This is an optimization exercise on Yosys and OpenROAD, whose aim is small area, not a production implementation. In this exercise RTL edits were held to simulation tests only and were not proved equivalent to the original. Power and IR drop assume default switching activity.

[design/flow/config.mk]
export PLATFORM = sky130hd
export DESIGN_NAME = db_filter
export DESIGN_NICKNAME = db_filter
export VERILOG_FILES = /design/flow/design.v
export SDC_FILE = /design/flow/constraint.sdc
export NUM_CORES = 8
export LEC_CHECK = 0
export CAP_MARGIN = 20
export CORE_MARGIN = 2
export CORE_UTILIZATION = 40
export SLEW_MARGIN = 20
[design/flow/design.v]
`timescale 1ns/100ps                                  
`timescale 1ns/100ps                                  
module rom_alpha ( address_i, q_o );
input [5:0] address_i;
output [7:0] q_o;
reg [7:0] q_o;
always@(address_i)
begin
	case(address_i)
	6'd16:q_o = 8'd4;
	6'd17:q_o = 8'd4;
	6'd18:q_o = 8'd5;
	6'd19:q_o = 8'd6;
	6'd20:q_o = 8'd7;
	6'd21:q_o = 8'd8;
	6'd22:q_o = 8'd9;
	6'd23:q_o = 8'd10;
	6'd24:q_o = 8'd12;
	6'd25:q_o = 8'd13;
	6'd26:q_o = 8'd15;
	6'd27:q_o = 8'd17;
	6'd28:q_o = 8'd20;
	6'd29:q_o = 8'd22;
	6'd30:q_o = 8'd25;
	6'd31:q_o = 8'd28;
	6'd32:q_o = 8'd32;
	6'd33:q_o = 8'd36;
	6'd34:q_o = 8'd40;
	6'd35:q_o = 8'd45;
	6'd36:q_o = 8'd50;
	6'd37:q_o = 8'd56;
	6'd38:q_o = 8'd63;
	6'd39:q_o = 8'd71;
	6'd40:q_o = 8'd80;
	6'd41:q_o = 8'd90;
	6'd42:q_o = 8'd101;
	6'd43:q_o = 8'd113;
	6'd44:q_o = 8'd127;
	6'd45:q_o = 8'd144;
	6'd46:q_o = 8'd162;
	6'd47:q_o = 8'd182;
	6'd48:q_o = 8'd203;
	6'd49:q_o = 8'd226;
	6'd50:q_o = 8'd255;
	6'd51:q_o = 8'd255;
	default: q_o = 0;
endcase
end
endmodule
`timescale 1ns/100ps                                  
module rom_beta (  address_i, q_o );
input [5:0] address_i;
output [4:0] q_o;
reg [4:0] q_o;
always@(address_i)
begin
	case(address_i)
	6'd16:q_o = 5'd2;
	6'd17:q_o = 5'd2;
	6'd18:q_o = 5'd2;
	6'd19:q_o = 5'd3;
	6'd20:q_o = 5'd3;
	6'd21:q_o = 5'd3;
	6'd22:q_o = 5'd3;
	6'd23:q_o = 5'd4;
	6'd24:q_o = 5'd4;
	6'd25:q_o = 5'd4;
	6'd26:q_o = 5'd6;
	6'd27:q_o = 5'd6;
	6'd28:q_o = 5'd7;
	6'd29:q_o = 5'd7;
	6'd30:q_o = 5'd8;
	6'd31:q_o = 5'd8;
	6'd32:q_o = 5'd9;
	6'd33:q_o = 5'd9;
	6'd34:q_o = 5'd10;
	6'd35:q_o = 5'd10;
	6'd36:q_o = 5'd11;
	6'd37:q_o = 5'd11;
	6'd38:q_o = 5'd12;
	6'd39:q_o = 5'd12;
	6'd40:q_o = 5'd13;
	6'd41:q_o = 5'd13;
	6'd42:q_o = 5'd14;
	6'd43:q_o = 5'd14;
	6'd44:q_o = 5'd15;
	6'd45:q_o = 5'd15;
	6'd46:q_o = 5'd16;
	6'd47:q_o = 5'd16;
	6'd48:q_o = 5'd17;
	6'd49:q_o = 5'd17;
	6'd50:q_o = 5'd18;
	6'd51:q_o = 5'd18;
	default: q_o = 0;
endcase
end
endmodule
`timescale 1ns/100ps                                  
module rom_clip ( address_i, q_o );
input [8:0] address_i;
output [4:0] q_o;
reg [4:0] q_o; 
always@(address_i)
begin
	case(address_i)
	{3'd1,6'd23}:q_o = 5'd1;
	{3'd1,6'd24}:q_o = 5'd1;
	{3'd1,6'd25}:q_o = 5'd1;
	{3'd1,6'd26}:q_o = 5'd1;
	{3'd1,6'd27}:q_o = 5'd1;
	{3'd1,6'd28}:q_o = 5'd1;
	{3'd1,6'd29}:q_o = 5'd1;
	{3'd1,6'd30}:q_o = 5'd1;
	{3'd1,6'd31}:q_o = 5'd1;
	{3'd1,6'd32}:q_o = 5'd1;
	{3'd1,6'd33}:q_o = 5'd2;
	{3'd1,6'd34}:q_o = 5'd2;
	{3'd1,6'd35}:q_o = 5'd2;
	{3'd1,6'd36}:q_o = 5'd2;
	{3'd1,6'd37}:q_o = 5'd3;
	{3'd1,6'd38}:q_o = 5'd3;
	{3'd1,6'd39}:q_o = 5'd3;
	{3'd1,6'd40}:q_o = 5'd4;
	{3'd1,6'd41}:q_o = 5'd4;
	{3'd1,6'd42}:q_o = 5'd4;
	{3'd1,6'd43}:q_o = 5'd5;
	{3'd1,6'd44}:q_o = 5'd6;
	{3'd1,6'd45}:q_o = 5'd6;
	{3'd1,6'd46}:q_o = 5'd7;
	{3'd1,6'd47}:q_o = 5'd8;
	{3'd1,6'd48}:q_o = 5'd9;
	{3'd1,6'd49}:q_o = 5'd10;
	{3'd1,6'd50}:q_o = 5'd11;
	{3'd1,6'd51}:q_o = 5'd13;
	{3'd2,6'd21}:q_o = 5'd1;
	{3'd2,6'd22}:q_o = 5'd1;
	{3'd2,6'd23}:q_o = 5'd1;
	{3'd2,6'd24}:q_o = 5'd1;
	{3'd2,6'd25}:q_o = 5'd1;
	{3'd2,6'd26}:q_o = 5'd1;
	{3'd2,6'd27}:q_o = 5'd1;
	{3'd2,6'd28}:q_o = 5'd1;
	{3'd2,6'd29}:q_o = 5'd1;
	{3'd2,6'd30}:q_o = 5'd1;
	{3'd2,6'd31}:q_o = 5'd2;
	{3'd2,6'd32}:q_o = 5'd2;
	{3'd2,6'd33}:q_o = 5'd2;
	{3'd2,6'd34}:q_o = 5'd2;
	{3'd2,6'd35}:q_o = 5'd3;
	{3'd2,6'd36}:q_o = 5'd3;
	{3'd2,6'd37}:q_o = 5'd3;
	{3'd2,6'd38}:q_o = 5'd4;
	{3'd2,6'd39}:q_o = 5'd4;
	{3'd2,6'd40}:q_o = 5'd5;
	{3'd2,6'd41}:q_o = 5'd5;
	{3'd2,6'd42}:q_o = 5'd6;
	{3'd2,6'd43}:q_o = 5'd7;
	{3'd2,6'd44}:q_o = 5'd8;
	{3'd2,6'd45}:q_o = 5'd8;
	{3'd2,6'd46}:q_o = 5'd10;
	{3'd2,6'd47}:q_o = 5'd11;
	{3'd2,6'd48}:q_o = 5'd12;
	{3'd2,6'd49}:q_o = 5'd13;
	{3'd2,6'd50}:q_o = 5'd15;
	{3'd2,6'd51}:q_o = 5'd17;
	{3'd3,6'd17}:q_o = 5'd1;
	{3'd3,6'd18}:q_o = 5'd1;
	{3'd3,6'd19}:q_o = 5'd1;
	{3'd3,6'd20}:q_o = 5'd1;
	{3'd3,6'd21}:q_o = 5'd1;
	{3'd3,6'd22}:q_o = 5'd1;
	{3'd3,6'd23}:q_o = 5'd1;
	{3'd3,6'd24}:q_o = 5'd1;
	{3'd3,6'd25}:q_o = 5'd1;
	{3'd3,6'd26}:q_o = 5'd1;
	{3'd3,6'd27}:q_o = 5'd2;
	{3'd3,6'd28}:q_o = 5'd2;
	{3'd3,6'd29}:q_o = 5'd2;
	{3'd3,6'd30}:q_o = 5'd2;
	{3'd3,6'd31}:q_o = 5'd3;
	{3'd3,6'd32}:q_o = 5'd3;
	{3'd3,6'd33}:q_o = 5'd3;
	{3'd3,6'd34}:q_o = 5'd4;
	{3'd3,6'd35}:q_o = 5'd4;
	{3'd3,6'd36}:q_o = 5'd4;
	{3'd3,6'd37}:q_o = 5'd5;
	{3'd3,6'd38}:q_o = 5'd6;
	{3'd3,6'd39}:q_o = 5'd6;
	{3'd3,6'd40}:q_o = 5'd7;
	{3'd3,6'd41}:q_o = 5'd8;
	{3'd3,6'd42}:q_o = 5'd9;
	{3'd3,6'd43}:q_o = 5'd10;
	{3'd3,6'd44}:q_o = 5'd11;
	{3'd3,6'd45}:q_o = 5'd13;
	{3'd3,6'd46}:q_o = 5'd14;
	{3'd3,6'd47}:q_o = 5'd16;
	{3'd3,6'd48}:q_o = 5'd18;
	{3'd3,6'd49}:q_o = 5'd20;
	{3'd3,6'd50}:q_o = 5'd23;
	{3'd3,6'd51}:q_o = 5'd25;	
	default: q_o = 0;
endcase
end
endmodule
module rca #(parameter W = 8) (a, b, ci, s, co);
input  [W-1:0] a, b;
input          ci;
output [W-1:0] s;
output         co;
wire   [W:0]   c;
assign c[0] = ci;
genvar i;
generate for (i = 0; i < W; i = i + 1) begin : bit_
	assign {c[i+1], s[i]} = a[i] + b[i] + c[i];
end endgenerate
assign co = c[W];
endmodule
module rcc #(parameter W = 8) (a, b, ci, co);
input  [W-1:0] a, b;
input          ci;
output         co;
wire   [W:0]   c;
assign c[0] = ci;
genvar i;
generate for (i = 0; i < W; i = i + 1) begin : bit_
	assign c[i+1] = (a[i] & b[i]) | (c[i] & (a[i] | b[i]));
end endgenerate
assign co = c[W];
endmodule
module beta_test (a, b, nbeta1, ok);
input  [7:0] a, b;
input  [4:0] nbeta1;
output       ok;
wire [7:0] d;
wire       co;
rca #(8) sub (.a(a), .b(~b), .ci(1'b1), .s(d), .co(co));
wire s = ~co;                         
wire [4:0] x = d[4:0] ^ {5{s}};       
wire c5;
rcc #(5) cmp (.a(x), .b(nbeta1), .ci(s), .co(c5));
assign ok = ~c5 & (d[7:5] == {3{s}});
endmodule
module line_pre ( pix, en, nalpha1, nts1, nbeta1, tc0_l, ntc0_l, tc_c,
                  edge_on, ap, aq, con_s, dm, clip_l, clip_c, difp, difq );
input  [63:0] pix;       
input         en;        
input  [7:0]  nalpha1;   
input  [7:0]  nts1;      
input  [4:0]  nbeta1;    
input  [4:0]  tc0_l;     
input  [5:0]  ntc0_l;    
input  [4:0]  tc_c;      
output        edge_on, ap, aq, con_s;
output [5:0]  dm;
output        clip_l, clip_c;
output [5:0]  difp, difq;
wire [7:0] p2 = pix[55:48], p1 = pix[47:40], p0 = pix[39:32];
wire [7:0] q0 = pix[31:24], q1 = pix[23:16], q2 = pix[15:8];
wire [8:0] e;                                    
wire       e_co;
rca #(8) sub_e (.a(q0), .b(~p0), .ci(1'b1), .s(e[7:0]), .co(e_co));
assign e[8] = ~e_co;
wire       e_s = e[8];
wire [7:0] e_x = e[7:0] ^ {8{e_s}};
wire ca, cs;
rcc #(8) cmp_a (.a(e_x), .b(nalpha1), .ci(e_s), .co(ca));
rcc #(8) cmp_s (.a(e_x), .b(nts1),    .ci(e_s), .co(cs));
assign con_s = ~cs;
wire b_p1, b_q1;
beta_test bt_p1 (.a(p1), .b(p0), .nbeta1(nbeta1), .ok(b_p1));
beta_test bt_q1 (.a(q1), .b(q0), .nbeta1(nbeta1), .ok(b_q1));
beta_test bt_p2 (.a(p2), .b(p0), .nbeta1(nbeta1), .ok(ap));
beta_test bt_q2 (.a(q2), .b(q0), .nbeta1(nbeta1), .ok(aq));
assign edge_on = en & ~ca & b_p1 & b_q1;
wire [8:0] u;                                    
wire       u_co;
rca #(8) sub_u (.a(p1), .b(~q1), .ci(1'b1), .s(u[7:0]), .co(u_co));
assign u[8] = ~u_co;
wire [9:0] w;
wire       w_co;
rca #(10) add_w (.a({e_s, e}), .b({u[8], u[8], u[8], u[8:2]}), .ci(1'b1), .s(w), .co(w_co));
wire [8:0] delta = w[9:1];
wire       s     = delta[8];
wire [7:0] y     = delta[7:0] ^ {8{s}};    
wire       big   = |y[7:5];                
assign dm = {s, delta[4:0]};
wire [4:0] dd;
wire       dc;
rca #(5) sub_d (.a(y[4:0]), .b(~tc0_l), .ci(s), .s(dd), .co(dc));
assign clip_l = big | (dc & ((~ap & ~aq) | ((ap ^ aq) & (|dd)) | (ap & aq & (|dd[4:1]))));
wire cc5;
rcc #(5) cmp_c (.a(y[4:0]), .b(~tc_c), .ci(s), .co(cc5));
assign clip_c = big | cc5;
wire [8:0] a_c;
rca #(8) add_a (.a(p0), .b(q0), .ci(1'b1), .s(a_c[7:0]), .co(a_c[8]));
wire [7:0] avg = a_c[8:1];
p1_pre pp (.x2(p2), .x1(p1), .avg(avg), .tc0(tc0_l), .ntc0(ntc0_l), .dif(difp));
p1_pre pq (.x2(q2), .x1(q1), .avg(avg), .tc0(tc0_l), .ntc0(ntc0_l), .dif(difq));
endmodule
module p1_pre (x2, x1, avg, tc0, ntc0, dif);
input  [7:0] x2, x1, avg;
input  [4:0] tc0;
input  [5:0] ntc0;
output [5:0] dif;
wire [7:0] h_s;
wire       h_co;
rca #(8) add_h (.a(x2), .b(avg), .ci(1'b0), .s(h_s), .co(h_co));
wire [7:0] h = {h_co, h_s[7:1]};
wire [7:0] t;
wire       t_co;
rca #(8) sub_t (.a(h), .b(~x1), .ci(1'b1), .s(t), .co(t_co));
wire       t_s  = ~t_co;
wire [7:0] t_y  = t ^ {8{t_s}};
wire       c5;
rcc #(5) cmp (.a(t_y[4:0]), .b(~tc0), .ci(t_s), .co(c5));
wire       clip = (|t_y[7:5]) | c5;
assign dif = clip ? (t_s ? ntc0 : {1'b0, tc0}) : t[5:0];
endmodule
module add_clip (x, z, ci, y);
input  [7:0] x;
input  [5:0] z;
input        ci;
output [7:0] y;
wire [4:0] lo;
wire       c5;
rca #(5) add_lo (.a(x[4:0]), .b(z[4:0]), .ci(ci), .s(lo), .co(c5));
wire [2:0] xh  = x[7:5];
wire [2:0] inc = {xh[2] ^ (xh[1] & xh[0]), xh[1] ^ xh[0], ~xh[0]};
wire [2:0] dec = {xh[2] ^ (~xh[1] & ~xh[0]), ~(xh[1] ^ xh[0]), ~xh[0]};
wire       sg  = z[5];
wire [2:0] hi  = (sg == c5) ? xh : (c5 ? inc : dec);
wire       ovf = ~sg & c5 & (&xh);
wire       unf = sg & ~c5 & ~(|xh);
assign y = ({hi, lo} | {8{ovf}}) & ~{8{unf}};
endmodule
module add_wrap (x, z, y);
input  [7:0] x;
input  [5:0] z;
output [7:0] y;
wire [4:0] lo;
wire       c5;
rca #(5) add_lo (.a(x[4:0]), .b(z[4:0]), .ci(1'b0), .s(lo), .co(c5));
wire [2:0] xh  = x[7:5];
wire [2:0] inc = {xh[2] ^ (xh[1] & xh[0]), xh[1] ^ xh[0], ~xh[0]};
wire [2:0] dec = {xh[2] ^ (~xh[1] & ~xh[0]), ~(xh[1] ^ xh[0]), ~xh[0]};
wire       sg  = z[5];
wire [2:0] hi  = (sg == c5) ? xh : (c5 ? inc : dec);
assign y = {hi, lo};
endmodule
module line_post ( pix, edge_on, ap, aq, con_s, dm, clip_l, clip_c, difp, difq,
                   t0, t1, t2, tcc, norm, strongf, chroma, pix_o );
input  [63:0] pix;       
input         edge_on;   
input         ap, aq;    
input         con_s;     
input  [5:0]  dm;        
input         clip_l;    
input         clip_c;    
input  [5:0]  difp, difq;  
input  [4:0]  t0, t1, t2;  
input  [4:0]  tcc;       
input         norm;      
input         strongf;   
input         chroma;
output [63:0] pix_o;
wire [7:0] p3 = pix[63:56], p2 = pix[55:48], p1 = pix[47:40], p0 = pix[39:32];
wire [7:0] q0 = pix[31:24], q1 = pix[23:16], q2 = pix[15:8],  q3 = pix[7:0];
wire luma = ~chroma;
wire fn   = edge_on & norm;
wire fs   = edge_on & strongf;
wire sp   = fs & ap & con_s & luma;
wire sq   = fs & aq & con_s & luma;
wire [4:0] tc_l = (ap & aq) ? t2 : ((ap | aq) ? t1 : t0);
wire [4:0] tcs  = chroma ? tcc : tc_l;
wire       clip = chroma ? clip_c : clip_l;
wire       s    = dm[5];
wire [5:0] z    = fn ? {s, (clip ? (tcs ^ {5{s}}) : dm[4:0])} : 6'd0;
wire       zc   = fn & clip & s;
wire [7:0] p0n, q0n;
add_clip ac_p0 (.x(p0), .z(z),  .ci(zc),  .y(p0n));
add_clip ac_q0 (.x(q0), .z(~z), .ci(~zc), .y(q0n));
wire [7:0] p1n, q1n;
add_wrap aw_p1 (.x(p1), .z((fn & ap & luma) ? difp : 6'd0), .y(p1n));
add_wrap aw_q1 (.x(q1), .z((fn & aq & luma) ? difq : 6'd0), .y(q1n));
wire [8:0] pq1, ep, eq;
rca #(8) add_pq1 (.a(p1), .b(q1), .ci(1'b0), .s(pq1[7:0]), .co(pq1[8]));
rca #(8) add_ep  (.a(p1), .b(p0), .ci(1'b1), .s(ep[7:0]),  .co(ep[8]));
rca #(8) add_eq  (.a(q1), .b(q0), .ci(1'b1), .s(eq[7:0]),  .co(eq[8]));
wire [9:0] cc;
rca #(9) add_c (.a(ep), .b(eq), .ci(1'b0), .s(cc[8:0]), .co(cc[9]));
wire [7:0] p0s, p1s, p2s, q0s, q1s, q2s, p0c, q0c;
strong_side ssp (.x3(p3), .x2(p2), .y0(q0), .e(ep), .pq1(pq1), .cc(cc), .y0s(p0s), .y1s(p1s), .y2s(p2s), .y0c(p0c));
strong_side ssq (.x3(q3), .x2(q2), .y0(p0), .e(eq), .pq1(pq1), .cc(cc), .y0s(q0s), .y1s(q1s), .y2s(q2s), .y0c(q0c));
wire [7:0] p0o = fs ? (sp ? p0s : p0c) : p0n;
wire [7:0] q0o = fs ? (sq ? q0s : q0c) : q0n;
wire [7:0] p1o = sp ? p1s : p1n;
wire [7:0] q1o = sq ? q1s : q1n;
wire [7:0] p2o = sp ? p2s : p2;
wire [7:0] q2o = sq ? q2s : q2;
assign pix_o = {p3, p2o, p1o, p0o, q0o, q1o, q2o, q3};
endmodule
module strong_side (x3, x2, y0, e, pq1, cc, y0s, y1s, y2s, y0c);
input  [7:0] x3, x2, y0;
input  [8:0] e, pq1;
input  [9:0] cc;
output [7:0] y0s, y1s, y2s, y0c;
wire [8:0] f;
rca #(8) add_f (.a(x2), .b(y0), .ci(1'b0), .s(f[7:0]), .co(f[8]));
wire [9:0] s;
rca #(9) add_s (.a(e), .b(f), .ci(1'b1), .s(s[8:0]), .co(s[9]));
assign y1s = s[9:2];
wire [10:0] t0;
rca #(10) add_0 (.a(s), .b(cc), .ci(1'b0), .s(t0[9:0]), .co(t0[10]));
assign y0s = t0[10:3];
wire [8:0] m;
rca #(8) add_m (.a(x3), .b(x2), .ci(1'b1), .s(m[7:0]), .co(m[8]));
wire [10:0] t2;
rca #(10) add_2 (.a(s), .b({m, 1'b0}), .ci(1'b0), .s(t2[9:0]), .co(t2[10]));
assign y2s = t2[10:3];
wire [9:0] x;
rca #(9) add_x (.a(e), .b(pq1), .ci(1'b1), .s(x[8:0]), .co(x[9]));
assign y0c = x[9:2];
endmodule
module db_filter ( clk,
					 rst, 
					 bs_luma,
					 bs_chroma_1, 
					 bs_chroma_2, 
                     qp1_i, qp2_i,
					 select,
					 p3_1_i, p2_1_i, p1_1_i, p0_1_i, q0_1_i, q1_1_i, q2_1_i, q3_1_i,
                     p3_2_i, p2_2_i, p1_2_i, p0_2_i, q0_2_i, q1_2_i, q2_2_i, q3_2_i,
                     p3_3_i, p2_3_i, p1_3_i, p0_3_i, q0_3_i, q1_3_i, q2_3_i, q3_3_i,
                     p3_4_i, p2_4_i, p1_4_i, p0_4_i, q0_4_i, q1_4_i, q2_4_i, q3_4_i,
					 p3_1_o, p2_1_o, p1_1_o, p0_1_o, q0_1_o, q1_1_o, q2_1_o, q3_1_o,
                     p3_2_o, p2_2_o, p1_2_o, p0_2_o, q0_2_o, q1_2_o, q2_2_o, q3_2_o,
                     p3_3_o, p2_3_o, p1_3_o, p0_3_o, q0_3_o, q1_3_o, q2_3_o, q3_3_o,
                     p3_4_o, p2_4_o, p1_4_o, p0_4_o, q0_4_o, q1_4_o, q2_4_o, q3_4_o
                    );
input clk;
input rst;
input [2:0] bs_luma;
input [2:0] bs_chroma_1;
input [2:0] bs_chroma_2;
input [5:0] qp1_i, qp2_i;
input select;                  
input [7:0] p3_1_i, p2_1_i, p1_1_i, p0_1_i, q0_1_i, q1_1_i, q2_1_i, q3_1_i;
input [7:0] p3_2_i, p2_2_i, p1_2_i, p0_2_i, q0_2_i, q1_2_i, q2_2_i, q3_2_i;
input [7:0] p3_3_i, p2_3_i, p1_3_i, p0_3_i, q0_3_i, q1_3_i, q2_3_i, q3_3_i;
input [7:0] p3_4_i, p2_4_i, p1_4_i, p0_4_i, q0_4_i, q1_4_i, q2_4_i, q3_4_i;
output [7:0] p3_1_o, p2_1_o, p1_1_o, p0_1_o, q0_1_o, q1_1_o, q2_1_o, q3_1_o;
output [7:0] p3_2_o, p2_2_o, p1_2_o, p0_2_o, q0_2_o, q1_2_o, q2_2_o, q3_2_o;
output [7:0] p3_3_o, p2_3_o, p1_3_o, p0_3_o, q0_3_o, q1_3_o, q2_3_o, q3_3_o;
output [7:0] p3_4_o, p2_4_o, p1_4_o, p0_4_o, q0_4_o, q1_4_o, q2_4_o, q3_4_o;
wire [6:0] qpav1 = qp1_i + qp2_i + 7'd1;
wire [5:0] index = (qpav1[6:1] >= 6'd51) ? 6'd51 : qpav1[6:1];
wire [255:0] pix_i = {p3_1_i, p2_1_i, p1_1_i, p0_1_i, q0_1_i, q1_1_i, q2_1_i, q3_1_i,
                      p3_2_i, p2_2_i, p1_2_i, p0_2_i, q0_2_i, q1_2_i, q2_2_i, q3_2_i,
                      p3_3_i, p2_3_i, p1_3_i, p0_3_i, q0_3_i, q1_3_i, q2_3_i, q3_3_i,
                      p3_4_i, p2_4_i, p1_4_i, p0_4_i, q0_4_i, q1_4_i, q2_4_i, q3_4_i};
reg [255:0] pix_1;
reg [5:0]   index_1;
reg [2:0]   bsl_1, bsc1_1, bsc2_1;
always @(posedge clk or negedge rst) begin
	if(!rst) begin
		pix_1   <= 0;
		index_1 <= 0;
		bsl_1   <= 0;
		bsc1_1  <= 0;
		bsc2_1  <= 0;
	end
	else begin
		pix_1   <= pix_i;
		index_1 <= index;
		bsl_1   <= bs_luma;
		bsc1_1  <= bs_chroma_1;
		bsc2_1  <= bs_chroma_2;
	end
end
wire [7:0] alpha;
wire [4:0] beta;
rom_alpha alpha1 ( .address_i(index_1), .q_o(alpha));
rom_beta  beta1  ( .address_i(index_1), .q_o(beta) );
wire       en      = index_1[5] | index_1[4];      
wire [7:0] nalpha1 = ~(alpha - 8'd1);
wire [7:0] nts1    = ~({2'b00, alpha[7:2]} + 8'd1);
wire [4:0] nbeta1  = ~(beta - 5'd1);
wire [4:0] tc0_l, tc0_c1, tc0_c2;
rom_clip clip_l  (.address_i({bsl_1,  index_1}), .q_o(tc0_l));
rom_clip clip_c1 (.address_i({bsc1_1, index_1}), .q_o(tc0_c1));
rom_clip clip_c2 (.address_i({bsc2_1, index_1}), .q_o(tc0_c2));
wire [5:0] ntc0_l = 6'd0 - {1'b0, tc0_l};
wire [4:0] tc_c1  = tc0_c1 + 5'd1;
wire [4:0] tc_c2  = tc0_c2 + 5'd1;
wire [3:0] edge_on, ap, aq, con_s, clip_lm, clip_cm;
wire [23:0] dm, difp, difq;
line_pre pre1 (.pix(pix_1[255:192]), .en(en), .nalpha1(nalpha1), .nts1(nts1), .nbeta1(nbeta1), .tc0_l(tc0_l), .ntc0_l(ntc0_l), .tc_c(tc_c1),
               .edge_on(edge_on[3]), .ap(ap[3]), .aq(aq[3]), .con_s(con_s[3]), .dm(dm[23:18]), .clip_l(clip_lm[3]), .clip_c(clip_cm[3]), .difp(difp[23:18]), .difq(difq[23:18]));
line_pre pre2 (.pix(pix_1[191:128]), .en(en), .nalpha1(nalpha1), .nts1(nts1), .nbeta1(nbeta1), .tc0_l(tc0_l), .ntc0_l(ntc0_l), .tc_c(tc_c1),
               .edge_on(edge_on[2]), .ap(ap[2]), .aq(aq[2]), .con_s(con_s[2]), .dm(dm[17:12]), .clip_l(clip_lm[2]), .clip_c(clip_cm[2]), .difp(difp[17:12]), .difq(difq[17:12]));
line_pre pre3 (.pix(pix_1[127:64]),  .en(en), .nalpha1(nalpha1), .nts1(nts1), .nbeta1(nbeta1), .tc0_l(tc0_l), .ntc0_l(ntc0_l), .tc_c(tc_c2),
               .edge_on(edge_on[1]), .ap(ap[1]), .aq(aq[1]), .con_s(con_s[1]), .dm(dm[11:6]),  .clip_l(clip_lm[1]), .clip_c(clip_cm[1]), .difp(difp[11:6]),  .difq(difq[11:6]));
line_pre pre4 (.pix(pix_1[63:0]),    .en(en), .nalpha1(nalpha1), .nts1(nts1), .nbeta1(nbeta1), .tc0_l(tc0_l), .ntc0_l(ntc0_l), .tc_c(tc_c2),
               .edge_on(edge_on[0]), .ap(ap[0]), .aq(aq[0]), .con_s(con_s[0]), .dm(dm[5:0]),    .clip_l(clip_lm[0]), .clip_c(clip_cm[0]), .difp(difp[5:0]),    .difq(difq[5:0]));
wire norm_l    = (bsl_1  == 3'd1) | (bsl_1  == 3'd2) | (bsl_1  == 3'd3);
wire norm_c1   = (bsc1_1 == 3'd1) | (bsc1_1 == 3'd2) | (bsc1_1 == 3'd3);
wire norm_c2   = (bsc2_1 == 3'd1) | (bsc2_1 == 3'd2) | (bsc2_1 == 3'd3);
wire strong_l  = (bsl_1  == 3'd4);
wire strong_c1 = (bsc1_1 == 3'd4);
wire strong_c2 = (bsc2_1 == 3'd4);
reg [255:0] pix_2;
reg [3:0]   edge_on_2, ap_2, aq_2, con_s_2, clip_l_2, clip_c_2;
reg [23:0]  dm_2, difp_2, difq_2;
reg [4:0]   tc0_l_2, tc_c1_2, tc_c2_2;
reg         norm_l_2, norm_c1_2, norm_c2_2, strong_l_2, strong_c1_2, strong_c2_2;
always @(posedge clk or negedge rst) begin
	if(!rst) begin
		pix_2      <= 0;
		edge_on_2  <= 0;
		ap_2       <= 0;
		aq_2       <= 0;
		con_s_2    <= 0;
		clip_l_2   <= 0;
		clip_c_2   <= 0;
		dm_2       <= 0;
		difp_2     <= 0;
		difq_2     <= 0;
		tc0_l_2    <= 0;
		tc_c1_2    <= 0;
		tc_c2_2    <= 0;
		norm_l_2   <= 0;
		norm_c1_2  <= 0;
		norm_c2_2  <= 0;
		strong_l_2 <= 0;
		strong_c1_2<= 0;
		strong_c2_2<= 0;
	end
	else begin
		pix_2      <= pix_1;
		edge_on_2  <= edge_on;
		ap_2       <= ap;
		aq_2       <= aq;
		con_s_2    <= con_s;
		clip_l_2   <= clip_lm;
		clip_c_2   <= clip_cm;
		dm_2       <= dm;
		difp_2     <= difp;
		difq_2     <= difq;
		tc0_l_2    <= tc0_l;
		tc_c1_2    <= tc_c1;
		tc_c2_2    <= tc_c2;
		norm_l_2   <= norm_l;
		norm_c1_2  <= norm_c1;
		norm_c2_2  <= norm_c2;
		strong_l_2 <= strong_l;
		strong_c1_2<= strong_c1;
		strong_c2_2<= strong_c2;
	end
end
wire [4:0] t1 = tc0_l_2 + 5'd1;
wire [4:0] t2 = tc0_l_2 + 5'd2;
wire norm_a   = select ? norm_c1_2   : norm_l_2;
wire norm_b   = select ? norm_c2_2   : norm_l_2;
wire strong_a = select ? strong_c1_2 : strong_l_2;
wire strong_b = select ? strong_c2_2 : strong_l_2;
wire [255:0] pix_o;
line_post post1 (.pix(pix_2[255:192]), .edge_on(edge_on_2[3]), .ap(ap_2[3]), .aq(aq_2[3]), .con_s(con_s_2[3]), .dm(dm_2[23:18]), .clip_l(clip_l_2[3]), .clip_c(clip_c_2[3]),
                 .difp(difp_2[23:18]), .difq(difq_2[23:18]), .t0(tc0_l_2), .t1(t1), .t2(t2), .tcc(tc_c1_2), .norm(norm_a), .strongf(strong_a), .chroma(select), .pix_o(pix_o[255:192]));
line_post post2 (.pix(pix_2[191:128]), .edge_on(edge_on_2[2]), .ap(ap_2[2]), .aq(aq_2[2]), .con_s(con_s_2[2]), .dm(dm_2[17:12]), .clip_l(clip_l_2[2]), .clip_c(clip_c_2[2]),
                 .difp(difp_2[17:12]), .difq(difq_2[17:12]), .t0(tc0_l_2), .t1(t1), .t2(t2), .tcc(tc_c1_2), .norm(norm_a), .strongf(strong_a), .chroma(select), .pix_o(pix_o[191:128]));
line_post post3 (.pix(pix_2[127:64]),  .edge_on(edge_on_2[1]), .ap(ap_2[1]), .aq(aq_2[1]), .con_s(con_s_2[1]), .dm(dm_2[11:6]),  .clip_l(clip_l_2[1]), .clip_c(clip_c_2[1]),
                 .difp(difp_2[11:6]),  .difq(difq_2[11:6]),  .t0(tc0_l_2), .t1(t1), .t2(t2), .tcc(tc_c2_2), .norm(norm_b), .strongf(strong_b), .chroma(select), .pix_o(pix_o[127:64]));
line_post post4 (.pix(pix_2[63:0]),    .edge_on(edge_on_2[0]), .ap(ap_2[0]), .aq(aq_2[0]), .con_s(con_s_2[0]), .dm(dm_2[5:0]),    .clip_l(clip_l_2[0]), .clip_c(clip_c_2[0]),
                 .difp(difp_2[5:0]),   .difq(difq_2[5:0]),   .t0(tc0_l_2), .t1(t1), .t2(t2), .tcc(tc_c2_2), .norm(norm_b), .strongf(strong_b), .chroma(select), .pix_o(pix_o[63:0]));
assign {p3_1_o, p2_1_o, p1_1_o, p0_1_o, q0_1_o, q1_1_o, q2_1_o, q3_1_o,
        p3_2_o, p2_2_o, p1_2_o, p0_2_o, q0_2_o, q1_2_o, q2_2_o, q3_2_o,
        p3_3_o, p2_3_o, p1_3_o, p0_3_o, q0_3_o, q1_3_o, q2_3_o, q3_3_o,
        p3_4_o, p2_4_o, p1_4_o, p0_4_o, q0_4_o, q1_4_o, q2_4_o, q3_4_o} = pix_o;
endmodule
[design/flow/standard.sh]
#!/bin/bash
# synth_recipe.tcl (not shown) runs the flow's synth.tcl, then flattens the netlist and writes it again
# the make line also repeats each setting of config.mk as NAME=value (left out here)
make -C /OpenROAD-flow-scripts/flow DESIGN_CONFIG=/design/flow/config.mk WORK_HOME=/design/flow/orfs CLKGATE_MAP_FILE= SYNTH_SCRIPT=/design/flow/synth_recipe.tcl "${@:-finish}"
[design/flow/flow/abc_area.script]
&get -n
&st
&dch
&nf -R 1000
&put
[design/flow/constraint.sdc]
create_clock -name core_clock -period 9.0 [get_ports {clk}]
set_input_delay 1.8000 -clock core_clock [delete_from_list [all_inputs] [get_ports {clk}]]
set_output_delay 1.8000 -clock core_clock [all_outputs]
set_load 0.01 [all_outputs]
[design/flow/flow/cts_args.txt]
-sink_clustering_enable -repair_clock_nets -dont_use_dummy_load -buf_list sky130_fd_sc_hd__clkbuf_8 -sink_clustering_size 16 -sink_clustering_max_diameter 60
[design/flow/flow/run.sh]
#!/bin/bash
set -euo pipefail
HERE=$(pwd)
FLOWDIR=$HERE/flow

# ORFS synth.tcl with the ABC script replaced by ours
sed -e "s#-script \$abc_script#-script $FLOWDIR/abc_area.script#" \
    $FLOW_HOME/scripts/synth_preamble.tcl > $HERE/my_synth_preamble.tcl
sed -e "s#source \$::env(SCRIPTS_DIR)/synth_preamble.tcl#source $HERE/my_synth_preamble.tcl#" \
    -e "s#extract_fa {\*}\[dont_use_extract_fa_args\]#extract_fa -fa#" \
    $FLOW_HOME/scripts/synth.tcl > $HERE/my_synth.tcl
grep -q "my_synth_preamble.tcl" $HERE/my_synth.tcl
grep -q "extract_fa -fa" $HERE/my_synth.tcl
grep -q "$FLOWDIR/abc_area.script" $HERE/my_synth_preamble.tcl
# The standard flow's synthesis script, sourcing the modified synth.tcl
sed -e "s#source \$::env(SCRIPTS_DIR)/synth.tcl#source $HERE/my_synth.tcl#" \
    $HERE/synth_recipe.tcl > $HERE/my_synth_recipe.tcl
grep -q "my_synth.tcl" $HERE/my_synth_recipe.tcl
# standard.sh with our synthesis script
sed -e "s#SYNTH_SCRIPT=[^ ]*#SYNTH_SCRIPT=$HERE/my_synth_recipe.tcl#" $HERE/standard.sh > $HERE/my_standard.sh
grep -q "my_synth_recipe.tcl" $HERE/my_standard.sh

export SYNTH_ARGS="-noabc"
export BUFFER_PORTS_ARGS="-buffer_cell sky130_fd_sc_hd__buf_1"
if [[ -s $FLOWDIR/cts_args.txt ]]; then
  export CTS_ARGS="$(cat $FLOWDIR/cts_args.txt)"
fi
bash $HERE/my_standard.sh > $HERE/standard.log 2>&1
==> impl_metrics.yaml, run 1 <==
clock_tree:
  clkTransAtPathRegs_ns: 0.08
  clockRootBuffer: "clkbuf_8"
  htree_levels: 3
  clk-insertion-delay-late_ns: 0.84
  cts.sinks: 644
  cts_buffers: 75
  cts_hold_buf: 0
  cts_tree: "done"
  cts_buffer_depth: 3
detailed_routing:
  routed_via_density: 5.223
  wl_per_cell_um: 23.99
  drtIter0Drc: 2358
  drc: 0
  firstDrtPassIters: 6
  ant_nets: 0
  wl_um: 151600
  via_count: 33010
floorplanning:
  start_util_pct: 40.33
  ioPinCount: 536
  rows: 127
  coreArea_um2: 120000
  dieArea_um2: 123700
  die_h_um: 351.8
  die_w_um: 351.8
placed_design:
  place_congestion: 0.9479
  dp.cells: 6218
  placed_area_um2: 52510
  pre_cts_slack_ns: 0.4828
  io_buffers: 535
  hpwl_um: 125200
final_layout:
  finalNonFillerCells: 6320
  drive_gt1_share_pct: 5.934
  final_cell_area_um2: 53980
  fin_util_pct: 44.99
  syn2layout_area_growth_pct: 11.57
  final_nets: 5873
timing:
  tns_ns: 0
  layout_min_cycle_time_ns: 8.763
  fin_ws_ns: 0.2372
  drv_slew: 0
  fmax_mhz: 114.1
  setup_viol: 0
  min_period_over_period_pct: 97.36
  relSlewSlack_pct: 23.01
  hold_ws_ns: 0.2965
  skew_ns: 0.1112
  hold_viol_final: 0
  tightest_slew_ns: 1.149
synthesis:
  synth_top_area_share_pct: 36.79
  synthCells: 4072
  ys_seq_elements: 644
  syn_area_per_cell_um2: 11.88
  synthArstFlopShare_pct: 100.0
  synth.distinct_cells: 55
  synth_ff_type: "dfrtp_1"
  yosysSeqAreaShare_pct: 33.31
  synth.cell_area_um2: 48380
  synth_edf_count: 0
  syn-num-nets: 5241
  yosysWarnings: 4
  netlist.top_cell.by_area: "fa_1"
  synthTopCellsByArea: "fa_1 37%, dfrtp_1 33%, nand2_1 3.7%, xnor2_1 3.6%, nor2_1 2.7%"
global_route:
  track_usage_pct: 25.25
  grt_pass1_vias: 35280
  grt_max_degree: 153
  grt_pass1_wl_um: 227800
  gr-total-overflow: 0
  grt_antenna_before_repair: 4
job:
  cap_violations: 0
setup_path:
  cp-start-kind: "flop"
  cp_max_fo: 6
  cp-end-kind: "primary output"
  path_class: "reg2out"
  worstPathRequired_ns: 7.20
  crit_arrival_ns: 6.96
pwr:
  power.density_nw_per_um2: 223.7
  peakVddDrop_mv: 0.1264
  p_leak_nw: 20.82
  power_mw: 12.07
outcome:
  status: "complete, no violations"
hold_path:
  hold_class: "reg2reg"
[worst paths after layout]
path	start	slack, ns	end	depth (start not counted)
min in group asynchronous	rst	1.21	pix_2[187]	1
hold / removal	pix_1[67]	0.30	pix_2[67]	0
setup reg to reg	pix_1[232]	0.48	clip_l_2[3]	23
max in group asynchronous	rst	5.87	pix_2[119]	3
setup / recovery	pix_2[208]	0.24	q2_1_o[6]	15
hold reg to reg	pix_1[67]	0.30	pix_2[67]	0
[worst max-delay path: stages, from the launching register on]
cell	delay (ns)
dfrtp_2	0.45
or2_0	0.26
fa_2	0.49
fa_1	0.43
fa_2	0.41
fa_1	0.58
fa_1	0.47
fa_1	0.49
fa_1	0.47
fa_1	0.49
fa_1	0.47
fa_1	0.45
fa_1	0.49
nand2_1	0.05
nand2_1	0.05
buf_1	0.15
[power by group]
group / total [mW] / switching, mW / internal (mW)
combinational: 6.82 / 3.86 / 2.96
sequential: 3.49 / 0.332 / 3.16
clock: 1.76 / 1.03 / 0.736
[cell families after synthesis]
group                    share of synthesized area [%]
AND/OR/NAND/NOR                                  10.76
flip-flops                                       33.31
XOR/XNOR                                         5.721
multiplexers                                     1.420
AO/OA/AOI/OAI                                    8.364
buffers and inverters                            2.522
adder cells (fa/ha/maj)                          37.90
[metal layers]
layer  GRT usage (%)  up-vias  routed length, µm
met4           10.53        2               6370
met3           3.829      269               7903
met1           34.32    16990              63920
li1                -    14660                  -
met5               0        -                  7
met2           40.65     1087              73410
[layout by cell type, fill, tap and decap left out, types with 45 or more instances in the layout]
master and count:
fa_1 813, dfrtp_1 630, buf_1 525, nand2_1 476, nor2_1 350, o21ai_0 218, clkinv_1 197, xnor2_1 194
a21oi_1 174, xor2_1 116, o22ai_1 110, and2_0 79, buf_4 79, fa_2 76, clkbuf_8 75, maj3_1 53
nand2b_1 51, mux2i_1 45
[cell usage after synthesis, types with 6 or more instances]
master	n
xor2_1	118
nor4b_1	15
dfrtp_1	644
a21oi_1	176
and3_1	26
and4b_1	10
a22oi_1	38
o31ai_1	8
nand3_1	26
xnor2_1	198
nor2_1	354
a21o_1	13
mux2_1	21
clkinv_1	197
nand4_1	8
o22ai_1	113
fa_1	889
o21bai_1	6
a211oi_1	17
nand2_1	476
nor2b_1	30
nand2b_1	51
o21ai_0	223
nor4_1	11
nor3_1	17
and2_0	80
or3_1	7
a221oi_1	21
buf_4	64
maj3_1	54
a211o_1	8
a31oi_1	28
mux2i_1	45
or4_1	6
or2_0	33
o221ai_1	7
[repair_timing]
item	in CTS	in global routing
endpoints found under the setup margin	18	21
pin swaps	9	11
resized for setup	51	57
setup buffers	8	11
[cell type report]
class                   count  area (µm²)
diodes                      6       15.01
clock buffers              75        1032
fillers                 11170       65990
inverters                 197       739.5
multi-input cells        3167       31340
flip-flops and latches    644       16130
well taps                1612        2017
repair buffers            619        2699
[state kept, by name, indices dropped and copies added (netlist names)]
signal,flops
pix_1,256
dm_2,24
strong_c1_2,1
bsc1_1,3
strong_l_2,1
clip_c_2,4
strong_c2_2,1
edge_on_2,4
pix_2,256
norm_l_2,1
tc_c2_2,5
aq_2,4
difp_2,24
norm_c2_2,1
tc_c1_2,5
bsl_1,3
clip_l_2,4
bsc2_1,3
tc0_l_2,5
index_1,6
ap_2,4
difq_2,24
norm_c1_2,1
con_s_2,4
==> run 2, diff against run 1 <==
==> design/flow/flow/abc_area.script (replaced) <==
strash
dch -f
amap
strash
dch -f
amap
--- a/design/flow/config.mk
+++ b/design/flow/config.mk
@@ -7,5 +7,5 @@
 export LEC_CHECK = 0
 export CAP_MARGIN = 20
 export CORE_MARGIN = 2
-export CORE_UTILIZATION = 40
+export CORE_UTILIZATION = 60
 export SLEW_MARGIN = 20
==> run 2 against run 1 <==
Flip-flop and latch count is the same. Design area shrank 2.7%. Non-clock buffer count shrank 25. Synthesized cell count grew 4.6%. Critical path depth grew 5. Worst hold slack gained 0.028 ns. Setup slack lost 0.038 ns. Wire length shrank 0.52%. Synthesized area shrank 0.88%. Utilization grew 21 points. Largest cell class unchanged. Largest power group unchanged.
==> impl_metrics.yaml, run 2 <==
synthesis:
  netlist.top_cell.by_area: "fa_1"
  synth_top_area_share_pct: 37.11
  synth.cell_area_um2: 47950
  synth_xor_area_share_pct: 0.05479
  yosys.area_share.adder_pct: 37.11
  muxShareOfSynthArea_pct: 0
  syn_area_per_cell_um2: 11.26
  synth_most_common_cell: "fa_1"
  synth.distinct_cells: 48
  yosysSeqAreaShare_pct: 33.61
  synth_top_family_by_area: "adder cells"
  synth_ff_type: "dfrtp_1"
  yosysWarnings: 4
  synthCells: 4260
  synth_edf_count: 0
  synthArstFlopShare_pct: 100.0
  yosys-top-cells-count: "889 x fa_1, 644 x dfrtp_1, 511 x clkinv_1, 497 x nor2_1, 312 x o21ai_0"
  syn-num-nets: 5429
  synth_compound_area_share_pct: 15.47
  ys_seq_elements: 644
  synthTopCellsByArea: "fa_1 37%, dfrtp_1 34%, clkinv_1 4.0%, nor2_1 3.9%, o21ai_0 3.3%"
  yosys.area_share.simple_pct: 8.759
job:
  cap_violations: 0
global_route:
  grt_pass1_vias: 36930
  grt_pass1_wl_um: 228000
  track_usage_pct: 37.85
  grt_max_degree: 165
  gr-total-overflow: 0
  grt_antenna_before_repair: 5
final_layout:
  final_nets: 6029
  syn2layout_area_growth_pct: 9.474
  fillCellCount: 6401
  layout_commonest_cell: "fa_1"
  final_cell_mix: "853 x fa_1, 642 x dfrtp_1, 527 x buf_1"
  regArea_um2: 16120
  multiInputGateArea_um2: 29690
  reg.largest.list: "pix_1 (256), pix_2 (256)"
  finalNonFillerCells: 5913
  drive_gt1_share_pct: 4.611
clock_tree:
  clkTransAtPathRegs_ns: 0.09
  htree_levels: 3
  cts_buffer_depth: 3
  cts_tree: "done"
  clk-insertion-delay-late_ns: 0.71
  cts_hold_buf: 0
  cts.sinks: 644
  clockRootBuffer: "clkbuf_8"
  cts_buffers: 68
floorplanning:
  ioPinCount: 536
  rows: 103
  dieArea_um2: 82200
  die_h_um: 286.7
  coreArea_um2: 79000
  die_w_um: 286.7
  start_util_pct: 60.70
setup_path:
  cp-end-kind: "primary output"
  path_class: "in2out"
  cp_max_fo: 15
  r2r_setup_slack_ns: 0.39
  crit_arrival_ns: 7.00
  worstPathRequired_ns: 7.20
  cp-start-kind: "primary input"
detailed_routing:
  wl_per_cell_um: 25.51
  via_count: 36120
  wl_um: 150800
  drtIter0Drc: 3559
  drc: 0
  ant_nets: 0
  firstDrtPassIters: 8
  routed_via_density: 6.109
timing:
  layout_min_cycle_time_ns: 8.801
  skew_ns: 0.08932
  drv_slew: 0
  min_period_over_period_pct: 97.79
  relSlewSlack_pct: 26.99
  tightest_slew_ns: 1.087
  hold_viol_final: 0
  setup_viol: 0
  fmax_mhz: 113.6
pwr:
  p_sw_share_pct: 43.92
  power_mw: 11.85
  p_leak_nw: 20.29
  intPower_mw: 6.647
  p_clk_share_pct: 14.0
  share_comb_of_total_power_pct: 57.1
  peakVddDrop_mv: 0.1971
  power.density_nw_per_um2: 225.8
  power_frac_seq_pct: 28.9
  p_sw_mw: 5.206
hold_path:
  hold_class: "reg2reg"
outcome:
  status: "complete, no violations"
placed_design:
  dp.cells: 5832
  io_buffers: 535
  place_congestion: 0.9975
  hpwl_um: 124600
run 2: cell types whose count changed in the layout (fill, tap and decap cells not counted), moves of 46 or more:
cell / previous run / this run
o21ai_0: 218 / 304
nand2b_1: 51 / 5
o22ai_1: 110 / 201
xor2_1: 116 / 0
maj3_1: 53 / 0
nor2_1: 350 / 485
nand2_1: 476 / 291
and2_0: 79 / 5
a22o_1: 1 / 88
a21oi_1: 174 / 227
clkinv_1: 197 / 496
xnor2_1: 194 / 3
run 2: metrics by stage:
stage                     area [µm²]  hold WS, ns  worst slack (ns)  utilization, %  setup TNS, ns
after floorplan                47950       0.3312            0.6410               -              0
after global placement         51270       0.3312            0.3057           64.90              0
after detailed placement       51270       0.3347            0.1375           64.90              0
after CTS                      52250       0.3131          0.002358           66.14              0
after global routing           52500       0.3013         -0.009307           66.45      -0.009307
final                          52500       0.3241            0.1988           66.45              0
run 2: metal layers:
layer,global-route usage [%],wire length (µm),up-vias
met5,0,0,-
met4,16.32,7267,0
met3,8.148,13320,342
met2,56.87,69170,1802
met1,54.15,61070,18280
li1,-,-,15700
run 2: logic make-up (layout without fill, tap and decap cells):
kind of cell / count (synthesis) / count (layout)
flops: 644 / 644
compound gates: 1156 / 1156
simple gates: 993 / 993
buf+inv: 575 / 1173
other cells: 0 / 5
xor+xnor: 3 / 3
fa+ha+maj: 889 / 889
run 2: power by group through the flow:
stage          combinational [mW]  clock, mW  sequential (mW)
6_report                     6.77       1.65             3.43
2_1_floorplan                4.75          0             3.38
3_3_place_gp                 6.35          0             3.48
3_5_place_dp                 6.53          0             3.49
5_1_grt                      7.60       1.80             3.46
4_1_cts                      6.57       1.70             3.43
run 2: worst max-delay path, stage by stage:
cell,delay [ns]
clkbuf_2,0.09
clkinv_1,0.32
buf_4,0.34
a22oi_1,0.33
or2_0,0.26
nor2_1,0.10
clkinv_1,0.15
nor2_1,0.12
fa_1,0.46
fa_1,0.46
fa_1,0.43
fa_1,0.45
fa_1,0.46
nor2_1,0.19
nand2_1,0.10
o21ai_1,0.24
clkinv_1,0.23
o21ai_0,0.18
o21ai_0,0.14
clkbuf_2,0.15
run 2: path summary, 6_finish.rpt:
check                               to       start  cells after the start
max                          p0_2_o[6]      select                     20
min                          pix_2[69]   pix_1[69]                      0
max reg2reg                clip_l_2[2]  pix_1[145]                     23
min reg2reg                  pix_2[69]   pix_1[69]                      0
max in group asynchronous   pix_1[185]         rst                      3
min in group asynchronous   pix_1[193]         rst                      1
run 2: layout make-up:
class | count | area share [%]
clock buffer | 68 | 1.783
timing repair buffer | 594 | 4.764
tap | 1050 | 2.503
antenna | 5 | 0.02383
sequential | 644 | 30.70
inverter | 511 | 3.670
multi-input combinational | 3041 | 56.55
run 2: timing repair:
item,CTS,global route
setup buffers,0,8
hold endpoints to repair,0,0
setup endpoints to repair,14,45
gates resized for setup,17,78
pin swaps,0,7
==> run 3, diff against run 2 <==
--- a/design/flow/config.mk
+++ b/design/flow/config.mk
@@ -7,5 +7,6 @@
 export LEC_CHECK = 0
 export CAP_MARGIN = 20
 export CORE_MARGIN = 2
-export CORE_UTILIZATION = 60
+export CORE_UTILIZATION = 70
+export PLACE_DENSITY = 0.8
 export SLEW_MARGIN = 20
==> run 3 against run 2 <==
Still clean on timing, DRC and antenna. Sequential share of layout area is 0.14 points higher. First-iteration DRC count increased by 23%. Clock power fell by 7%. Setup slack lost 0.058 ns. Utilization grew 11 points. Flip-flop and latch count unchanged.
==> impl_metrics.yaml, run 3 <==
outcome:
  status: "complete, no violations"
synthesis:
  synthCells: 4260
  synth_top_family_by_area: "adder cells"
  synth_edf_count: 0
  synth.cell_area_um2: 47950
  synth_xor_area_share_pct: 0.05479
  muxShareOfSynthArea_pct: 0
  yosys.area_share.adder_pct: 37.11
  synth_top_area_share_pct: 37.11
  syn-num-nets: 5429
  synthArstFlopShare_pct: 100.0
  synthTopCellsByArea: "fa_1 37%, dfrtp_1 34%, clkinv_1 4.0%, nor2_1 3.9%, o21ai_0 3.3%"
  netlist.top_cell.by_area: "fa_1"
  yosys.area_share.simple_pct: 8.759
  yosys-top-cells-count: "889 x fa_1, 644 x dfrtp_1, 511 x clkinv_1, 497 x nor2_1, 312 x o21ai_0"
  ys_seq_elements: 644
  yosysSeqAreaShare_pct: 33.61
  synth_compound_area_share_pct: 15.47
  syn_area_per_cell_um2: 11.26
  synth_most_common_cell: "fa_1"
  yosysWarnings: 4
  synth.distinct_cells: 48
  synth_ff_type: "dfrtp_1"
clock_tree:
  clkTransAtPathRegs_ns: 0.10
  cts_buffers: 59
  htree_levels: 2
  cts_tree: "done"
  clk-insertion-delay-late_ns: 0.74
  clockRootBuffer: "clkbuf_8"
  cts_buffer_depth: 3
  cts.sinks: 644
setup_path:
  crit_buf_inv: 2
  crit_arrival_ns: 7.06
  path_class: "reg2out"
  timing.rr.end: "difq_2[4]"
  cp-start-kind: "flop"
  r2r-start: "pix_1[32]"
  worstPathRequired_ns: 7.20
  path_cells: "clkinv_1 > nor2_2 > fa_1 > fa_1 > fa_1 > fa_2 > fa_1 > fa_1 > fa_2 > fa_1 > fa_1 > fa_1 > fa_1 > a22oi_2 > o21ai_1 > buf_1"
  cp-end-kind: "primary output"
  cp_top_family: "adder cells"
  slowest_stage: "fa_1"
  r2r_setup_slack_ns: 0.33
  max_stage_delay_ns: 0.55
  ff2ff_path_depth: 21
  cpMostUsedCell: "fa_1"
  cp_max_fo: 5
timing:
  min_period_over_period_pct: 98.44
  relSlewSlack_pct: 22.71
  layout_min_cycle_time_ns: 8.859
  drv_slew: 0
  tightest_slew_ns: 1.147
  skew_ns: 0.06305
  setup_viol: 0
  tns_ns: 0
  hold_ws_ns: 0.2916
  fin_ws_ns: 0.1407
  fmax_mhz: 112.9
  hold_viol_final: 0
detailed_routing:
  ant_nets: 0
  routed_via_density: 6.581
  via_count: 37750
  wl_per_cell_um: 26.47
  firstDrtPassIters: 9
  drc: 0
  drtIter0Drc: 4380
  wl_um: 151900
floorplanning:
  die_w_um: 265.7
  start_util_pct: 71.03
  coreArea_um2: 67510
  die_h_um: 265.7
  dieArea_um2: 70620
  ioPinCount: 536
  rows: 95
placed_design:
  pre_cts_slack_ns: -0.05556
  place_congestion: 1.034
  dp.cells: 5658
  placed_area_um2: 51070
  hpwl_um: 122900
  io_buffers: 535
hold_path:
  min_from: "pix_1[129]"
  hold_depth: 0
  worstHoldEndpoint: "pix_2[129]"
  hold_class: "reg2reg"
global_route:
  grt_antenna_before_repair: 8
  track_usage_pct: 44.29
  grt_pass1_wl_um: 229400
  grt_pass1_vias: 38420
  grt_max_degree: 161
  gr-total-overflow: 0
final_layout:
  drive_gt1_share_pct: 4.845
  finalNonFillerCells: 5736
  final_nets: 6021
  reg.largest.list: "pix_1 (256), pix_2 (256)"
  final_cell_mix: "841 x fa_1, 643 x dfrtp_1, 530 x buf_1"
  fin_util_pct: 77.39
  layout_commonest_cell: "fa_1"
  syn2layout_area_growth_pct: 8.952
  final_cell_area_um2: 52250
pwr:
  p_leak_nw: 20.22
  power_mw: 11.98
  power.density_nw_per_um2: 229.2
  peakVddDrop_mv: 0.1973
job:
  cap_violations: 0
-- run 3: cell counts after synthesis --
Identical to the previous run, type by type.
-- run 3: metal layers --
metal,global-route usage [%],vias up,wire length (µm)
li1,-,15670,-
met1,61.51,18810,54770
met2,66.59,2683,69980
met3,11.42,590,18000
met4,21.61,2,9092
met5,0,-,16
-- run 3: cell families after synthesis --
kind of cell,count (synthesis)
xor gates and xnor gates,3
and+or+nand+nor,993
buffers and inverters,575
AOI/OAI and AO/OA,1156
DFF,644
adders and majority gates,889
-- run 3: final cells by class --
type | instances | area, µm²
diodes | 13 | 32.53
clock buffers | 59 | 812.0
fillers | 4389 | 15270
inverters | 511 | 1933
multi-input cells | 3041 | 29750
flip-flops and latches | 644 | 16120
well taps | 873 | 1092
repair buffers | 595 | 2509
-- run 3: what timing repair did --
action	CTS	global route
pin swaps	4	11
gates resized for setup	32	90
hold buffers	0	0
endpoints found under the setup margin	19	51
buffers inserted	4	2
-- run 3: worst max-delay path by stage --
stage	from	end	slack, ns	depth (start not counted)
3_3_place_gp	select	q0_1_o[7]	0.13	19
5_1_grt	pix_2[96]	q0_3_o[6]	-0.08	18
2_1_floorplan	select	p0_2_o[6]	0.64	8
3_5_place_dp	select	q0_1_o[7]	-0.06	19
6_report	pix_2[136]	q0_2_o[6]	0.14	16
4_1_cts	pix_2[88]	p0_3_o[6]	0.006	17
-- run 3: power breakdown --
| part | switching [mW] | total (mW) | internal (mW) |
|---|---|---|---|
| clock | 0.966 | 1.54 | 0.578 |
| combinational | 4.09 | 7.00 | 2.90 |
| sequential | 0.283 | 3.44 | 3.15 |
==> run 4, diff against run 3 <==
--- a/design/flow/config.mk
+++ b/design/flow/config.mk
@@ -7,6 +7,5 @@
 export LEC_CHECK = 0
 export CAP_MARGIN = 20
 export CORE_MARGIN = 2
-export CORE_UTILIZATION = 70
-export PLACE_DENSITY = 0.8
+export CORE_UTILIZATION = 40
 export SLEW_MARGIN = 20
==> run 4 against run 3 <==
Via count down 6.6%. Cell count up 13%. Clock skew fell by 0.0022 ns. Largest cell class unchanged. Register-to-register slack is essentially flat. Still clean. Sequential share of layout area decreased by 0.64 points. Critical path type unchanged. Non-clock buffer count increased by 7.
==> impl_metrics.yaml, run 4 <==
outcome:
  status: "complete, no violations"
synthesis:
  synth_edf_count: 0
  synth_top_area_share_pct: 37.11
  yosysWarnings: 4
  synth.distinct_cells: 48
  synth.cell_area_um2: 47950
  netlist.top_cell.by_area: "fa_1"
  synthTopCellsByArea: "fa_1 37%, dfrtp_1 34%, clkinv_1 4.0%, nor2_1 3.9%, o21ai_0 3.3%"
  ys_seq_elements: 644
  syn-num-nets: 5429
  synthCells: 4260
  synthArstFlopShare_pct: 100.0
  syn_area_per_cell_um2: 11.26
  yosysSeqAreaShare_pct: 33.61
  synth_most_common_cell: "fa_1"
  yosys-top-cells-count: "889 x fa_1, 644 x dfrtp_1, 511 x clkinv_1, 497 x nor2_1, 312 x o21ai_0"
  synth_ff_type: "dfrtp_1"
timing:
  skew_ns: 0.06082
  relSlewSlack_pct: 21.51
  setup_viol: 0
  tightest_slew_ns: 1.168
  min_period_over_period_pct: 97.41
  drv_slew: 0
  hold_viol_final: 0
  fmax_mhz: 114.1
  layout_min_cycle_time_ns: 8.767
pwr:
  peakVddDrop_mv: 0.1153
  p_leak_nw: 20.34
  power.density_nw_per_um2: 222.6
placed_design:
  dp.cells: 6397
  io_buffers: 535
  hpwl_um: 131600
  placed_area_um2: 52030
  place_congestion: 0.9445
global_route:
  grt_max_degree: 171
  gr-total-overflow: 0
  grt_pass1_vias: 36810
  grt_pass1_wl_um: 237300
  grt_antenna_before_repair: 6
  track_usage_pct: 26.45
floorplanning:
  ioPinCount: 536
  die_w_um: 350.2
  start_util_pct: 40.13
  die_h_um: 350.2
  dieArea_um2: 122700
  coreArea_um2: 119500
  rows: 127
final_layout:
  layout_commonest_cell: "fa_1"
  final_cell_mix: "835 x fa_1, 643 x dfrtp_1, 526 x buf_1"
  drive_gt1_share_pct: 5.239
  syn2layout_area_growth_pct: 11.25
  final_cell_area_um2: 53350
  fillCellCount: 11360
  finalNonFillerCells: 6483
  reg.largest.list: "pix_1 (256), pix_2 (256)"
  final_nets: 6038
clock_tree:
  clk-insertion-delay-late_ns: 0.81
  cts.sinks: 644
  clkTransAtPathRegs_ns: 0.10
  clockRootBuffer: "clkbuf_8"
  cts_tree: "done"
  cts_buffer_depth: 3
  cts_hold_buf: 0
  htree_levels: 3
  cts_buffers: 69
detailed_routing:
  via_count: 35270
  drtIter0Drc: 3528
  drc: 0
  firstDrtPassIters: 8
  ant_nets: 0
  routed_via_density: 5.441
  wl_um: 158700
  wl_per_cell_um: 24.48
setup_path:
  crit_arrival_ns: 6.97
  ff2ff_path_depth: 23
  path_class: "reg2out"
  cp_max_fo: 5
  cp-start-kind: "flop"
  cp-end-kind: "primary output"
  worstPathRequired_ns: 7.20
hold_path:
  hold_depth: 0
  hold_class: "reg2reg"
job:
  cap_violations: 0
-- run 4: cell count changes in the layout (fill, tap and decap cells not counted), sizes merged --
cell      delta
clkbuf      +12
diode        -9
clkinv       +7
buf          +5
inv          -5
clkinvlp     -2
-- run 4: worst paths after layout --
check | start | slack (ns) | endpoint
setup reg to reg | pix_1[145] | 0.34 | clip_l_2[2]
max in group asynchronous | rst | 6.18 | pix_2[217]
hold / removal | pix_1[251] | 0.30 | pix_2[251]
min in group asynchronous | rst | 0.98 | difq_2[3]
hold reg to reg | pix_1[251] | 0.30 | pix_2[251]
setup / recovery | pix_2[200] | 0.23 | q2_1_o[6]
-- run 4: cell families (layout without fill, tap and decap cells) --
group | after synthesis | after routing | synth area share, %
AOI/OAI and AO/OA | 1156 | 1156 | 15.47
xor gates and xnor gates | 3 | 3 | 0.05480
adders and majority gates | 889 | 889 | 37.11
buffers and inverters | 575 | 1182 | 5.002
DFF | 644 | 644 | 33.61
other | 0 | 4 | 0
and+or+nand+nor | 993 | 993 | 8.759
-- run 4: what timing repair did --
item,in CTS,in global routing
setup endpoints to repair,17,35
setup buffers,4,9
pin swaps,4,9
cloned,0,0
resized for setup,46,73
-- run 4: metal layers --
metal	track usage [%]	vias up	part of all wire [%]
li1	-	15700	-
met1	35.95	17830	41
met2	41.96	1441	48
met3	4.475	300	6.8
met4	11.69	2	4.6
met5	0	-	0.0082
-- run 4: worst max-delay path, cell delays in order (launching register included) --
cell and delay, ns:
dfrtp_1 0.35, clkinv_2 0.11, nor2_2 0.16, fa_1 0.46, fa_1 0.45, fa_1 0.44
fa_2 0.52, buf_4 0.16, fa_1 0.38, fa_1 0.47, fa_1 0.47, fa_2 0.45
fa_1 0.48, fa_1 0.46, fa_1 0.49, a22o_1 0.13, buf_1 0.17
-- run 4: stage by stage --
step	hold WS (ns)	TNS, ns	util [%]	power, mW	setup slack [ns]
2_1_floorplan	0.3312	0	-	8.131	0.6410
3_3_place_gp	0.3314	0	43.54	9.880	0.2790
3_5_place_dp	0.3347	0	43.54	10.04	0.1715
4_1_cts	0.2945	-0.02137	44.46	11.81	-0.02137
5_1_grt	0.2996	-0.006651	44.64	12.99	-0.006651
6_report	0.2995	0	44.64	11.88	0.2333
-- run 4: area by class of cell --
cell class / count / area (µm²) / area share (%)
diodes: 4 / 10.01 / 0.01876
clock buffers: 69 / 949.7 / 1.780
inverters: 511 / 1932 / 3.621
multi-input cells: 3041 / 29740 / 55.75
flip-flops and latches: 644 / 16120 / 30.21
well taps: 1612 / 2017 / 3.781
repair buffers: 602 / 2579 / 4.834
-- run 4: power breakdown --
part / total (mW) / switching, mW / internal, mW
clock: 1.69 / 1.01 / 0.680
combinational: 6.75 / 3.91 / 2.84
sequential: 3.43 / 0.280 / 3.15
total: 11.9 / 5.20 / 6.67
==> run 5, diff against run 4 <==
==> design/flow/flow/cts_args.txt (replaced) <==
-sink_clustering_enable -repair_clock_nets -dont_use_dummy_load -buf_list sky130_fd_sc_hd__clkbuf_16 -sink_clustering_size 30 -sink_clustering_max_diameter 60
--- a/design/flow/config.mk
+++ b/design/flow/config.mk
@@ -7,5 +7,5 @@
 export LEC_CHECK = 0
 export CAP_MARGIN = 20
 export CORE_MARGIN = 2
-export CORE_UTILIZATION = 40
+export CORE_UTILIZATION = 60
 export SLEW_MARGIN = 20
==> run 5 against run 4 <==
First-iteration DRC count shrank 0.71%. Still clean on timing, DRC and antenna. Setup slack lost 0.043 ns. Utilization grew 22 points. Design area shrank 0.75%. Flip-flop and latch count is the same. Maximum frequency shrank 0.49%. Global-route usage grew 11 points. Critical path depth is the same. Register-to-register slack gained 0.07 ns. Critical path type unchanged. Combinational power is essentially flat.
==> impl_metrics.yaml, run 5 <==
synthesis:
  synthCells: 4260
  netlist.top_cell.by_area: "fa_1"
  synth_ff_type: "dfrtp_1"
  yosysWarnings: 4
  yosys-top-cells-count: "889 x fa_1, 644 x dfrtp_1, 511 x clkinv_1, 497 x nor2_1, 312 x o21ai_0"
  synth_most_common_cell: "fa_1"
  synth.distinct_cells: 48
  synthArstFlopShare_pct: 100.0
  synth_top_area_share_pct: 37.11
  synth_edf_count: 0
  synthTopCellsByArea: "fa_1 37%, dfrtp_1 34%, clkinv_1 4.0%, nor2_1 3.9%, o21ai_0 3.3%"
  syn-num-nets: 5429
  ys_seq_elements: 644
  syn_area_per_cell_um2: 11.26
  yosysSeqAreaShare_pct: 33.61
  synth.cell_area_um2: 47950
timing:
  relSlewSlack_pct: 26.51
  setup_viol: 0
  rsz0062_at_grt: "yes"
  fmax_mhz: 113.5
  layout_min_cycle_time_ns: 8.810
  drv_slew: 0
  fin_ws_ns: 0.1901
  hold_viol_final: 0
  skew_ns: 0.07681
  min_period_over_period_pct: 97.89
  tightest_slew_ns: 1.102
global_route:
  gr-total-overflow: 0
  grt_pass1_vias: 37020
  grt_antenna_before_repair: 6
  track_usage_pct: 37.93
  grt_pass1_wl_um: 229200
  grt_max_degree: 165
setup_path:
  cp_max_fo: 5
  cp-end-kind: "primary output"
  cp-start-kind: "flop"
  path_class: "reg2out"
  worstPathRequired_ns: 7.20
  crit_arrival_ns: 7.01
floorplanning:
  coreArea_um2: 79000
  die_w_um: 286.7
  ioPinCount: 536
  die_h_um: 286.7
  rows: 103
  dieArea_um2: 82200
  start_util_pct: 60.70
final_layout:
  fillCellCount: 6313
  reg.largest.list: "pix_1 (256), pix_2 (256)"
  layout_commonest_cell: "fa_1"
  final_nets: 6015
  finalNonFillerCells: 5899
  final_cell_mix: "861 x fa_1, 641 x dfrtp_1, 531 x buf_1"
  final_cell_area_um2: 52950
  syn2layout_area_growth_pct: 10.41
  drive_gt1_share_pct: 4.067
detailed_routing:
  drtIter0Drc: 3503
  drc: 0
  via_count: 36220
  routed_via_density: 6.141
  wl_um: 151400
  ant_nets: 0
  firstDrtPassIters: 10
  wl_per_cell_um: 25.67
clock_tree:
  clkTransAtPathRegs_ns: 0.09
  cts_hold_buf: 0
  htree_levels: 2
  clk-insertion-delay-late_ns: 0.67
  cts_buffer_depth: 3
  cts_buffers: 58
  cts_tree: "done"
  clockRootBuffer: "clkbuf_16"
  cts.sinks: 644
placed_design:
  hpwl_um: 124600
  dp.cells: 5832
  pre_cts_slack_ns: 0.1375
  place_congestion: 0.9975
  placed_area_um2: 51270
  io_buffers: 535
pwr:
  power.density_nw_per_um2: 233.0
  peakVddDrop_mv: 0.2383
  p_leak_nw: 20.48
outcome:
  status: "complete, no violations"
hold_path:
  hold_class: "reg2reg"
job:
  cap_violations: 0
-- run 5: layout make-up --
cell class / count / area (µm²) / area share [%]
multi-input combinational: 3041 / 29660 / 56.02
sequential: 644 / 16120 / 30.44
timing repair buffer: 590 / 2466 / 4.658
inverter: 511 / 1924 / 3.634
clock buffer: 58 / 1451 / 2.741
tap: 1050 / 1314 / 2.481
antenna: 5 / 12.51 / 0.02363
-- run 5: report_power, final --
part	leakage, nW	total, mW	internal [mW]	switching, mW
Clock	0.715	2.16	1.12	1.04
Combinational	12.1	6.74	2.80	3.94
Sequential	7.62	3.43	3.16	0.277
-- run 5: worst paths after layout --
check | slack [ns] | from | to | cells past startpoint
max | 0.19 | pix_2[240] | p0_1_o[6] | 16
min in group asynchronous | 1.12 | rst | pix_1[193] | 1
min reg2reg | 0.31 | pix_1[69] | pix_2[69] | 0
min | 0.31 | pix_1[69] | pix_2[69] | 0
max reg2reg | 0.41 | pix_1[145] | clip_l_2[2] | 23
max in group asynchronous | 6.07 | rst | pix_1[136] | 3
-- run 5: metrics by stage --
| stage | utilization, % | power (mW) | hold WS (ns) | setup TNS (ns) |
|---|---|---|---|---|
| 6_report | 67.02 | 12.34 | 0.3061 | 0 |
| 5_1_grt | 67.02 | 13.34 | 0.3039 | -0.06627 |
| 4_1_cts | 66.76 | 12.19 | 0.3053 | 0 |
| 3_5_place_dp | 64.90 | 10.01 | 0.3347 | 0 |
| 3_3_place_gp | 64.90 | 9.831 | 0.3312 | 0 |
| 2_1_floorplan | - | 8.131 | 0.3312 | 0 |
-- run 5: kinds of logic (layout without fill, tap and decap cells) --
logic type	count (synthesis)	in the layout	synth area share, %
AOI/OAI and AO/OA	1156	1156	15.47
and+or+nand+nor	993	993	8.759
adders and majority gates	889	889	37.11
DFF	644	644	33.61
buffers and inverters	575	1159	5.002
xor gates and xnor gates	3	3	0.05480
other	0	5	0
-- run 5: routing by layer --
layer	part of all wire, %	global-route usage (%)
met5	0.019	0
met4	4.9	16.22
met3	9.0	8.315
met2	46	57.20
met1	40	54.00
-- run 5: repair_timing --
action                                  in CTS  in global routing
gates resized for setup                      9                 74
endpoints found under the hold margin        0                  0
buffers inserted                             0                  4
pin swaps                                    0                  3
endpoints found under the setup margin       8                 46
-- run 5: worst max-delay path: stages, from the launching register on --
cell and delay (ns):
dfrtp_1 0.38, clkinvlp_4 0.18, nor2_2 0.16, fa_1 0.47
fa_1 0.48, fa_1 0.44, fa_2 0.51, fa_1 0.42
fa_1 0.46, fa_1 0.48, fa_1 0.48, fa_1 0.47
fa_1 0.46, fa_1 0.52, a22oi_1 0.08, o21ai_0 0.19
clkbuf_2 0.17

[separate check: timing with driven ports]
Ports are ideal in the flow. The routed layouts listed here were re-timed in OpenROAD.
Step 1, drivers: a clkbuf_16 drives clk and a buf_2 each remaining input, both assumed.
Step 2 moves the port delays by t, midway between the first and last clock arrival at a register: inputs arrive t later, outputs are due t later. That takes back most of the time a late clock gives input paths.
Slacks: ideal ports / drivers / drivers and shift; pairs: ideal ports / drivers.
run | t, ns | setup WS [ns] | worst slew at a driven data input, ns
run 1 | 0.849 | 0.237 / 0.164 / 0.415 | 0.09
run 2 | 0.740 | 0.199 / 0.118 / 0.118 | 0.08
run 3 | 0.777 | 0.141 / 0.071 / 0.246 | 0.08
run 4 | 0.832 | 0.233 / 0.129 / 0.129 | 0.17
run 5 | 0.708 | 0.190 / 0.115 / 0.163 | 0.09
After both steps every run listed still meets setup and hold. The setup slack of run 4, which loses most, moves by -0.104 ns with the drivers and by -0.104 ns with both steps.
